This design comes from an exercise in tuning for small area and a short achievable clock period on the open sky130 flow, not from production work. In this exercise RTL edits were held to simulation tests only and were not proved equivalent to the original. Power figures rest on the tool's default switching activity, not on a simulated workload.

job 8336:
Design pipeline, start of the top module:
module pipeline (
    input  wire        clk,
    input  wire        reset,
    output wire [9:0]  imem_addr,
    input  wire [31:0] imem_rdata,
    output wire [9:0]  dmem_addr,
    output wire [31:0] dmem_wdata,
    output wire        dmem_we,
    output wire        dmem_re,
    input  wire [31:0] dmem_rdata,
    output wire        wb_en,
    output wire [4:0]  wb_reg,
    output wire [31:0] wb_data
);
==> flow/config.mk <==
export PLATFORM = sky130hd
export DESIGN_NAME = pipeline
export DESIGN_NICKNAME = pipeline
export VERILOG_FILES = /design/flow/design.v
export SDC_FILE = /design/flow/constraint.sdc
export NUM_CORES = 4
export LEC_CHECK = 0
export CAP_MARGIN = 20
export CORE_MARGIN = 2
export CORE_UTILIZATION = 50
export CTS_CLUSTER_DIAMETER = 100
export CTS_CLUSTER_SIZE = 20
export PLACE_DENSITY = 0.6
export SLEW_MARGIN = 20
==> flow/constraint.sdc <==
create_clock -name core_clock -period 10.0 [get_ports {clk}]
set_input_delay 2.0000 -clock core_clock [delete_from_list [all_inputs] [get_ports {clk}]]
set_output_delay 2.0000 -clock core_clock [all_outputs]
set_load 0.01 [all_outputs]
standard.sh (not shown) runs the stock make flow with config.mk's settings and CLKGATE_MAP_FILE= SYNTH_SCRIPT=/design/flow/synth_recipe.tcl, a recipe that flattens the netlist after the stock synthesis.
==> flow/flow/run.sh <==
#!/bin/bash
# Layout flow: the standard layout (standard.sh: ORFS synthesis, floorplan,
# placement, CTS, routing) with a larger setup margin for the timing repair, so
# that the repair works towards a clock period below the 10 ns constraint,
# and the smallest buffer for the ports' buffers (the repair resizes those on
# critical paths).
# Each step's full output goes to a log file of its own in this folder.
set -euo pipefail
MARGIN=$(cat flow/margin.txt)
bash standard.sh synth > log_synth.txt 2>&1
bash standard.sh SETUP_SLACK_MARGIN=$MARGIN floorplan > log_floorplan.txt 2>&1
bash standard.sh SETUP_SLACK_MARGIN=$MARGIN "BUFFER_PORTS_ARGS=-buffer_cell sky130_fd_sc_hd__buf_1" place > log_place.txt 2>&1
bash standard.sh SETUP_SLACK_MARGIN=$MARGIN cts > log_cts.txt 2>&1
bash standard.sh SETUP_SLACK_MARGIN=$MARGIN route > log_route.txt 2>&1
bash standard.sh SETUP_SLACK_MARGIN=$MARGIN finish > log_finish.txt 2>&1
test -f out/final.def
==> flow/flow/margin.txt <==
6.8
Changes in job 7253 relative to job 8336:
--- a/flow/design.v
+++ b/flow/design.v
@@ -950,34 +950,45 @@
     output wire        dmem_we,
     output wire        dmem_re,
     input  wire [31:0] dmem_rdata,
     output wire        wb_en,
     output wire [4:0]  wb_reg,
     output wire [31:0] wb_data
 );
-    reg [9:0] pc;
+    reg [9:0] pc_n, pc_out;
+    wire [9:0] pc_next = ~pc_n + 10'd1;
     always @(posedge clk or posedge reset)
-        if (reset) pc <= 10'd0;
-        else       pc <= pc + 10'd1;
-    assign imem_addr = pc;
+        if (reset) begin
+            pc_n   <= 10'h3ff;
+            pc_out <= 10'd0;
+        end else begin
+            pc_n   <= ~pc_next;
+            pc_out <= pc_next;
+        end
+    assign imem_addr = pc_out;
     reg [5:0]  ir_op;
     reg [4:0]  ir_rd;
-    reg [4:0]  ir_rs, ir_rt;
+    reg [4:0]  ir_rt;
     reg [10:0] ir_lo;
+    reg [3:0]  rs_hi, rt_hi;
+    reg [7:0]  rs_lo, rt_lo;
     always @(posedge clk or posedge reset)
         if (reset) begin
             ir_op <= 6'd0;
             ir_rd <= 5'd0;
         end else begin
             ir_op <= imem_rdata[31:26];
             ir_rd <= imem_rdata[15:11];
         end
     always @(posedge clk) begin
-        ir_rs <= imem_rdata[25:21];
         ir_rt <= imem_rdata[20:16];
+        rs_hi <= 4'b0001 << imem_rdata[25:24];
+        rs_lo <= 8'b00000001 << imem_rdata[23:21];
+        rt_hi <= 4'b0001 << imem_rdata[20:19];
+        rt_lo <= 8'b00000001 << imem_rdata[18:16];
         ir_lo <= imem_rdata[10:0];
     end
     reg        wb_dis_q;            
     wire       wb_we = ~wb_dis_q;
     reg [4:0]  wb_reg_q;
     reg [31:0] wb_data_q;
     reg [32*32-1:32] rf;          
@@ -995,16 +1006,16 @@
     wire [15:0] imm = {ir_rd, ir_lo};
     wire [31:1] sel_s, sel_t;
     wire [31:0] rv_s [0:31];
     wire [31:0] rv_t [0:31];
     assign rv_s[0] = 32'd0;
     assign rv_t[0] = 32'd0;
     generate for (g = 1; g < 32; g = g + 1) begin : rfr
-        assign sel_s[g] = rf_valid[g] & (ir_rs == g);
-        assign sel_t[g] = rf_valid[g] & (ir_rt == g);
+        assign sel_s[g] = rf_valid[g] & rs_hi[g / 8] & rs_lo[g % 8];
+        assign sel_t[g] = rf_valid[g] & rt_hi[g / 8] & rt_lo[g % 8];
         assign rv_s[g] = rv_s[g-1] | ({32{sel_s[g]}} & rf[32*g +: 32]);
         assign rv_t[g] = rv_t[g-1] | ({32{sel_t[g]}} & rf[32*g +: 32]);
     end endgenerate
     wire [31:0] val_s = rv_s[31];
     wire [31:0] val_t = rv_t[31];
     wire       is_r   = (ir_op <= 6'd5);
     wire [4:0] dest   = is_r ? ir_rd : ir_rt;
Results
Job 7253: all stages complete, timing, DRC and antenna checks passed. Design internal power up about 2.3% in job 7253 wrt job 8336. On minimum clock period after layout, job 8336 loses to job 7253. Taking job 8336 as the reference, in job 7253 count of clock-buffer cells in the layout has increased; data required time at the worst endpoint has decreased. Critical path startpoint: rf_valid[31] -> job 7253, ir_rs[0] -> job 8336. From job 8336 to job 7253 the numbers moved as follows: worst hold slack closely matched the old numbers; global-route usage stayed essentially flat; multi-input gate share of the layout cell area neither gained nor lost much. | least setup slack across all paths after layout | higher: job 7253 |. Going from job 8336 to job 7253, starting density of the core level; post-CTS clock slew at the launch and capture registers of the worst setup and hold paths held steady; area enclosed by the die boundary increased by 0.0019 sq mm relative to the old numbers.

## static timing again, ports no longer ideal
No port has a modelled driver above. Below, the same layouts with a new extraction and two added sets of constraints.
Step 1: set_driving_cell puts a clkbuf_16 on clk and a buf_2 on each other input, an assumption about the parent block.
Step 2, shift: input delay + t, output delay - t, t = (earliest + latest rising clock arrival at the registers) / 2. This alone moves slack from input paths to output paths.
Three values: ideal ports, drivers, drivers and shift; two values: the first two.
| run | t (ns) | setup slack, ns | worst register clock-pin slew, ns |
|---|---|---|---|
| job 8336 | 0.835 | 6.595 / 6.595 / 6.296 | 0.10 / 0.10 |
| job 7253 | 0.829 | 6.635 / 6.593 / 6.635 | 0.10 / 0.10 |
After both steps setup and hold are still met in every run listed. For job 8336, which loses most, drivers alone change the setup slack by 0.000 ns; drivers and shift together by -0.299 ns. Setup slack includes reset recovery checks.
